What follows belongs to an exercise in optimizing a design on an open flow for small area; a production flow would make more cautious choices.
Only simulation tests tie the RTL to the original design; equivalence was not proved.

==> trial 92: inputs <==
// MasterShell
module MasterShell(
    input             i_clk,
    input             i_reset,
    input      [7:0]  i_dat,
    output     [7:0]  o_dat,
    output    [15:0]  o_addr,
    output            o_cs,
    output            o_we,
    input             i_ack,
    output            o_hsync,
    output            o_vsync,
    output            o_pixel,
    input             i_uart_rx,
    output            o_uart_tx
);
==> flow/config.mk <==
export PLATFORM = sky130hd
export DESIGN_NAME = MasterShell
export DESIGN_NICKNAME = MasterShell
export VERILOG_FILES = /design/flow/design.v
export SDC_FILE = /design/flow/constraint.sdc
export NUM_CORES = 4
export LEC_CHECK = 0
export CAP_MARGIN = 20
export CORE_MARGIN = 2
export CORE_UTILIZATION = 40
export CTS_BUF_LIST = sky130_fd_sc_hd__clkbuf_8
export SLEW_MARGIN = 20
==> flow/constraint.sdc <==
create_clock -name core_clock -period 10.0 [get_ports {i_clk}]
set_input_delay 2.0000 -clock core_clock [delete_from_list [all_inputs] [get_ports {i_clk}]]
set_output_delay 2.0000 -clock core_clock [all_outputs]
set_load 0.01 [all_outputs]
standard.sh (not shown) runs the stock make flow with config.mk's settings and CLKGATE_MAP_FILE= SYNTH_SCRIPT=/design/flow/synth_recipe.tcl, a recipe that flattens the netlist after the stock synthesis.
==> flow/flow/run.sh <==
#!/bin/bash
# Standard synthesis, then the combinational logic remapped for area with
# Yosys/ABC (flip-flops untouched), then the standard layout with buf_1 port
# buffers.
set -euo pipefail
W=$PWD
F=$W/flow
R=$W/orfs/results/$FLOW_PLATFORM/MasterShell/base
LIB=$FLOW_HOME/platforms/$FLOW_PLATFORM/lib/sky130_fd_sc_hd__tt_025C_1v80.lib

bash standard.sh synth > $W/std_synth.log 2>&1

mkdir -p $W/resyn
python3 $F/splitlib.py $LIB $F/dontuse.txt $W/resyn > $W/splitlib.log 2>&1
cp $R/1_2_yosys.v $W/resyn/in.v
cp $F/resyn.ys $F/abc.script $W/resyn/
(cd $W/resyn && yosys -l $W/resyn.log -q resyn.ys) > /dev/null 2>&1
cp $W/resyn/out.v $R/1_2_yosys.v
rm -f $R/1_synth.odb $W/resyn/*.lib

EXTRA=("BUFFER_PORTS_ARGS=-buffer_cell sky130_fd_sc_hd__buf_1")
if [[ -f $F/cts_args.txt ]]; then
  EXTRA+=("CTS_ARGS=$(cat $F/cts_args.txt)")
fi
bash standard.sh "${EXTRA[@]}" finish > $W/std_layout.log 2>&1
==> flow/flow/abc.script <==
strash
&get -n
&deepsyn -T 60
&put
dch -f
amap
==> flow/flow/dontuse.txt <==
sky130_fd_sc_hd__fill_1
sky130_fd_sc_hd__fill_2
sky130_fd_sc_hd__fill_4
sky130_fd_sc_hd__fill_8
sky130_fd_sc_hd__lpflow_bleeder_1
sky130_fd_sc_hd__lpflow_clkbufkapwr_1
sky130_fd_sc_hd__lpflow_clkbufkapwr_16
sky130_fd_sc_hd__lpflow_clkbufkapwr_2
sky130_fd_sc_hd__lpflow_clkbufkapwr_4
sky130_fd_sc_hd__lpflow_clkbufkapwr_8
sky130_fd_sc_hd__lpflow_clkinvkapwr_1
sky130_fd_sc_hd__lpflow_clkinvkapwr_16
sky130_fd_sc_hd__lpflow_clkinvkapwr_2
sky130_fd_sc_hd__lpflow_clkinvkapwr_4
sky130_fd_sc_hd__lpflow_clkinvkapwr_8
sky130_fd_sc_hd__lpflow_decapkapwr_12
sky130_fd_sc_hd__lpflow_decapkapwr_3
sky130_fd_sc_hd__lpflow_decapkapwr_4
sky130_fd_sc_hd__lpflow_decapkapwr_6
sky130_fd_sc_hd__lpflow_decapkapwr_8
sky130_fd_sc_hd__lpflow_inputiso0n_1
sky130_fd_sc_hd__lpflow_inputiso0p_1
sky130_fd_sc_hd__lpflow_inputiso1n_1
sky130_fd_sc_hd__lpflow_inputiso1p_1
sky130_fd_sc_hd__lpflow_inputisolatch_1
sky130_fd_sc_hd__lpflow_isobufsrc_1
sky130_fd_sc_hd__lpflow_isobufsrc_16
sky130_fd_sc_hd__lpflow_isobufsrc_2
sky130_fd_sc_hd__lpflow_isobufsrc_4
sky130_fd_sc_hd__lpflow_isobufsrc_8
sky130_fd_sc_hd__lpflow_isobufsrckapwr_16
sky130_fd_sc_hd__lpflow_lsbuf_lh_hl_isowell_tap_1
sky130_fd_sc_hd__lpflow_lsbuf_lh_hl_isowell_tap_2
sky130_fd_sc_hd__lpflow_lsbuf_lh_hl_isowell_tap_4
sky130_fd_sc_hd__lpflow_lsbuf_lh_isowell_4
sky130_fd_sc_hd__lpflow_lsbuf_lh_isowell_tap_1
sky130_fd_sc_hd__lpflow_lsbuf_lh_isowell_tap_2
sky130_fd_sc_hd__lpflow_lsbuf_lh_isowell_tap_4
sky130_fd_sc_hd__probe_p_8
sky130_fd_sc_hd__probec_p_8
==> flow/flow/resyn.ys <==
# Remap the combinational logic of the standard synthesis' netlist for area.
# The flip-flops stay as they are, with their names and cell types.
read_liberty -lib seq.lib
read_liberty -ignore_miss_func comb.lib
read_verilog in.v
hierarchy -top MasterShell
flatten
opt -purge
abc -liberty map.lib -D 10000 -script abc.script
opt_clean -purge
setundef -zero
hilomap -singleton -hicell sky130_fd_sc_hd__conb_1 HI -locell sky130_fd_sc_hd__conb_1 LO
splitnets
opt_clean -purge
stat -liberty map.lib -liberty seq.lib
write_verilog -noattr -nohex -nodec out.v
==> flow/flow/splitlib.py <==
# Split a liberty file into its combinational cells (comb.lib), its sequential
# cells (seq.lib) and the combinational cells that mapping may use (map.lib).
import re, sys

lib, dontuse_file, outdir = sys.argv[1:4]
src = open(lib).read()
dont = set(open(dontuse_file).read().split())
pat = re.compile(r'\bcell\s*\(\s*"?([\w]+)"?\s*\)\s*\{')
m = pat.search(src)
head = src[:m.start()]
pos = m.start()
cells = []
while True:
    m = pat.search(src, pos)
    if not m:
        break
    depth = 0
    j = m.end() - 1
    while True:
        c = src[j]
        if c == '{':
            depth += 1
        elif c == '}':
            depth -= 1
            if depth == 0:
                break
        j += 1
    cells.append((m.group(1), src[m.start():j + 1]))
    pos = j + 1
tail = src[pos:]
seq_re = re.compile(r'\b(ff|latch|ff_bank|latch_bank|statetable)\s*\(')
comb = [(n, t) for n, t in cells if not seq_re.search(t)]
seq = [(n, t) for n, t in cells if seq_re.search(t)]
usable = [t for n, t in comb if n not in dont and 'lpflow' not in n and 'probe' not in n]
open(outdir + '/comb.lib', 'w').write(head + "\n".join(t for n, t in comb) + tail)
open(outdir + '/seq.lib', 'w').write(head + "\n".join(t for n, t in seq) + tail)
open(outdir + '/map.lib', 'w').write(head + "\n".join(usable) + tail)
print(len(comb), len(seq), len(usable))
==> inputs of trial 22, as changes to trial 92 <==
==> flow/flow/run.sh (replaced) <==
#!/bin/bash
# Standard synthesis, then the combinational logic remapped for area with
# Yosys/ABC (flip-flops untouched), then the standard layout.
set -euo pipefail
W=$PWD
F=$W/flow
R=$W/orfs/results/$FLOW_PLATFORM/MasterShell/base
LIB=$FLOW_HOME/platforms/$FLOW_PLATFORM/lib/sky130_fd_sc_hd__tt_025C_1v80.lib

bash standard.sh synth > $W/std_synth.log 2>&1

mkdir -p $W/resyn
python3 $F/splitlib.py $LIB $F/dontuse.txt $W/resyn > $W/splitlib.log 2>&1
cp $R/1_2_yosys.v $W/resyn/in.v
cp $F/resyn.ys $F/abc.script $W/resyn/
(cd $W/resyn && yosys -l $W/resyn.log -q resyn.ys) > /dev/null 2>&1
cp $W/resyn/out.v $R/1_2_yosys.v
rm -f $R/1_synth.odb $W/resyn/*.lib

bash standard.sh finish > $W/std_layout.log 2>&1
==> flow/flow/abc.script (replaced) <==
strash
ifraig
scorr
dc2
balance
rewrite
refactor
balance
rewrite
rewrite -z
balance
refactor -z
rewrite -z
balance
strash
dch -f
amap
CTS_BUF_LIST = unset   (was sky130_fd_sc_hd__clkbuf_8)
==> inputs of trial 41, as changes to trial 92 <==
==> flow/flow/run.sh (replaced) <==
#!/bin/bash
# Standard synthesis, then the combinational logic remapped for area with
# Yosys/ABC (flip-flops untouched), then the standard layout with buf_1 port
# buffers and a clock tree of clkbuf_4 without dummy loads (clkbuf_8 if the
# flip-flop clock pins' slew comes out too high).
set -euo pipefail
W=$PWD
F=$W/flow
R=$W/orfs/results/$FLOW_PLATFORM/MasterShell/base
LIB=$FLOW_HOME/platforms/$FLOW_PLATFORM/lib/sky130_fd_sc_hd__tt_025C_1v80.lib

bash standard.sh synth > $W/std_synth.log 2>&1

mkdir -p $W/resyn
python3 $F/splitlib.py $LIB $F/dontuse.txt $W/resyn > $W/splitlib.log 2>&1
cp $R/1_2_yosys.v $W/resyn/in.v
cp $F/resyn.ys $F/abc.script $W/resyn/
(cd $W/resyn && yosys -l $W/resyn.log -q resyn.ys) > /dev/null 2>&1
cp $W/resyn/out.v $R/1_2_yosys.v
rm -f $R/1_synth.odb $W/resyn/*.lib

PORTS="BUFFER_PORTS_ARGS=-buffer_cell sky130_fd_sc_hd__buf_1"
CTS="CTS_ARGS=-sink_clustering_enable -repair_clock_nets -dont_use_dummy_load -buf_list"
bash standard.sh "$PORTS" "$CTS sky130_fd_sc_hd__clkbuf_4" finish > $W/std_layout.log 2>&1

LIB=$LIB RESULTS=$R OUT=$W/clkslew.txt openroad -no_init -exit $F/clkslew.tcl > $W/clkslew.log 2>&1
if (( $(cat $W/clkslew.txt) > 125 )); then
  mkdir -p $W/first
  mv $R/4_* $R/5_* $R/6_* $W/out/final.def $W/first/
  bash standard.sh "$PORTS" "$CTS sky130_fd_sc_hd__clkbuf_8" finish > $W/std_layout2.log 2>&1
fi
==> flow/flow/clkslew.tcl (new file) <==
# Largest slew at a flip-flop clock pin of the final layout, in ps.
read_liberty $::env(LIB)
read_db $::env(RESULTS)/6_final.odb
read_sdc $::env(RESULTS)/6_final.sdc
read_spef $::env(RESULTS)/6_final.spef
set_propagated_clock [all_clocks]
set worst 0
foreach pin [all_registers -clock_pins -edge_triggered] {
  foreach edge {rise fall} {
    foreach analysis {min max} {
      set s [expr {[sta::time_ui_sta [get_property $pin slew_${analysis}_$edge]] * 1e12}]
      set worst [expr {max($worst, $s)}]
    }
  }
}
set f [open $::env(OUT) w]
puts $f [expr {int(ceil($worst))}]
close $f
==> inputs of build 8, as changes to trial 92 <==
--- a/flow/design.v
+++ b/flow/design.v
@@ -205,20 +205,18 @@
 always @(posedge i_clk)
 begin
     if (address_pulse || write_pulse || perform_read_pulse || i_reset)
         r_nibble_idx <= 0;
     else if (i_uart_received_pulse)
         r_nibble_idx <= r_nibble_idx + 1'b1;
 end
-wire [3:0] d = i_uart_dat[3:0];
-wire [3:0] nibble = i_uart_dat[6] ? {~(d[3] ^ (d[2] & d[1] & d[0])), d[2] ^ (d[1] & d[0]), d[1] ^ d[0], ~d[0]} : d;
-wire is_09 = (i_uart_dat[7:4] == 4'h3);
-wire is_57 = (i_uart_dat[7:4] == 4'h5) && (d >= 4'd7);
-wire is_60 = (i_uart_dat[7:4] == 4'h6) && (d <= 4'd6);
-wire nibble_valid = (is_09 || is_57 || is_60) && i_uart_received_pulse;
+wire [7:0] nibble_09 = i_uart_dat - 8'd48;
+wire [7:0] nibble_af = i_uart_dat - 8'd87;
+wire [7:0] nibble    = i_uart_dat[6] ? nibble_af : nibble_09;
+wire nibble_valid = ~|nibble[7:4] && i_uart_received_pulse;
 wire perform_write_pulse = (r_mode == MODE_WRITE) && nibble_valid && r_nibble_idx[0];
 reg r_wstate;
 reg [1:0] r_rstate;
 wire write_done_pulse = r_wstate && i_ack;
 wire read_done_pulse  = (r_rstate == 2'd1) && i_ack;
 reg [7:0] r_data;
 always @(posedge i_clk)
@@ -286,21 +284,21 @@
 localparam
     IDLE = 10,
     STARTBIT = 11,
     STOPBIT = 8,
     INTERRUPT = 9;
 reg [3:0] state_rx;
 wire baud_start = (state_rx == IDLE) && (rx == 1'b0);
-wire baud_reset = (baud_rx == 8'd115);
-wire tick_rx    = (baud_rx == 8'd72);
+wire baud_reset = (baud_rx == 8'd217);
+wire tick_rx    = (baud_rx == 8'd108);
 always @(posedge i_clk)
     if (baud_start || baud_reset)
         baud_rx <= 8'd0;
     else
-        baud_rx <= {baud_rx[6:0], ~(baud_rx[7] ^ baud_rx[5] ^ baud_rx[4] ^ baud_rx[3])};
+        baud_rx <= baud_rx + 8'd1;
 assign o_received = (state_rx == INTERRUPT);
 reg [7:0] rx_buf;
 always @(posedge i_clk) begin
     case (state_rx)
         IDLE:
             if (rx == 1'b0)
                 state_rx <= STARTBIT;
@@ -331,35 +329,23 @@
     output o_ready,
     output tx
 );
 reg [3:0] r_nibble;
 always @(posedge i_clk)
     if (i_start)
         r_nibble <= i_nibble;
-wire letter = r_nibble[3] & (r_nibble[2] | r_nibble[1]);
-reg [3:0] low;
-always @(*)
-    case (r_nibble)
-        4'ha: low = 4'h1;
-        4'hb: low = 4'h2;
-        4'hc: low = 4'h3;
-        4'hd: low = 4'h4;
-        4'he: low = 4'h5;
-        4'hf: low = 4'h6;
-        default: low = r_nibble;
-    endcase
-wire [7:0] ascii = {1'b0, letter, 1'b1, ~letter, low};
+wire [7:0] ascii = {4'd0, r_nibble} + ((r_nibble > 4'd9) ? 8'd87 : 8'd48);
 reg [7:0] baud_tx;
-wire tick_tx = (baud_tx == 8'd115);
+wire tick_tx = (baud_tx == 8'd217);
 wire idle;
 always @(posedge i_clk)
     if (idle || tick_tx)
         baud_tx <= 8'd0;
     else
-        baud_tx <= {baud_tx[6:0], ~(baud_tx[7] ^ baud_tx[5] ^ baud_tx[4] ^ baud_tx[3])};
+        baud_tx <= baud_tx + 8'd1;
 localparam
     STOPBIT1  = 4'd8,
     INTERRUPT = 4'd10,
     IDLE      = 4'd11,
     STARTBIT  = 4'd12;
 reg [3:0] state_tx;
 assign tx = (state_tx < STOPBIT1)  ? ascii[state_tx[2:0]] :
==> flow/run.sh (new file) <==
#!/bin/bash
# synth_recipe.tcl (not shown) runs the flow's synth.tcl, then flattens the netlist and writes it again
# the make line also repeats each setting of config.mk as NAME=value (left out here)
make -C /OpenROAD-flow-scripts/flow DESIGN_CONFIG=/design/flow/config.mk WORK_HOME=/design/flow/orfs CLKGATE_MAP_FILE= SYNTH_SCRIPT=/design/flow/synth_recipe.tcl finish
CTS_BUF_LIST = unset   (was sky130_fd_sc_hd__clkbuf_8)
removed: flow/flow/run.sh
removed: flow/flow/abc.script
removed: flow/flow/dontuse.txt
removed: flow/flow/resyn.ys
removed: flow/flow/splitlib.py
removed: flow/standard.sh
==> results.json <==
{
  "postLayoutSetupSlackWorst_ps": 5330,
  "globalRouteMet3Util": 0.0426,
  "drt-met1-wl_um": 6920,
  "clock_buffers": 19,
  "core_area_mm2": 0.0146,
  "status": "timing/DRC/antenna clean",
  "seq_power_share": 0.551,
  "largest_class": "sequential cells",
  "grt_pass1_wl_um": 24000
}
-- figures above: trial 92

==> results.json <==
{
  "seq_power_share": 0.483,
  "grt_pass1_wl_um": 25500,
  "clock_buffers": 18,
  "core_area_mm2": 0.0151,
  "status": "timing/DRC/antenna clean",
  "drt-met1-wl_um": 7170,
  "largest_class": "sequential cells"
}
-- figures above: trial 22

==> results.json <==
{
  "largest_class": "sequential cells",
  "clock_buffers": 17,
  "wl_met2_um": 6410,
  "drt-met1-wl_um": 6400,
  "grt_pass1_wl_um": 23900,
  "status": "timing/DRC/antenna clean",
  "postLayoutSetupSlackWorst_ps": 4860,
  "globalRouteMet3Util": 0.0489,
  "seq_power_share": 0.655
}
-- figures above: trial 41

==> results.json <==
{
  "status": "timing/DRC/antenna clean",
  "postLayoutSetupSlackWorst_ps": 4990,
  "antenna_found_initial": 0,
  "largest_class": "multi-input gates",
  "seq_power_share": 0.419,
  "core_area_mm2": 0.0193,
  "drt-met1-wl_um": 8910,
  "grt_pass1_wl_um": 29900
}
-- figures above: build 8

==> re-timing with driven ports <==
The flow's constraints put no driver on any port. The routed layouts listed below were extracted and timed again, unchanged, in two steps. Step 1, drivers: a clkbuf_16 drives i_clk and a buf_2 each remaining input, both assumed. Step 2 moves the port delays by t, midway between the first and last clock arrival at a register: inputs arrive t later, outputs are due t later. That takes back most of the time a late clock gives input paths. Slacks: ideal ports / drivers / drivers and shift; pairs: ideal ports / drivers.
run | t, ns | setup WS [ns] | worst setup path at the end | pins driven straight from the clock port
trial 92 | 0.478 | 5.331 / 5.344 / 4.865 | input to register | 1
trial 22 | 0.461 | 4.997 / 5.013 / 4.552 | input to register | 1
trial 41 | 0.552 | 4.858 / 4.867 / 4.314 | input to register | 1
build 8 | 0.465 | 4.986 / 4.942 / 5.407 | register to output | 1
After both steps every run listed still meets setup and hold. For trial 41, which loses most, drivers alone change the setup slack by +0.009 ns; drivers and shift together by -0.544 ns.
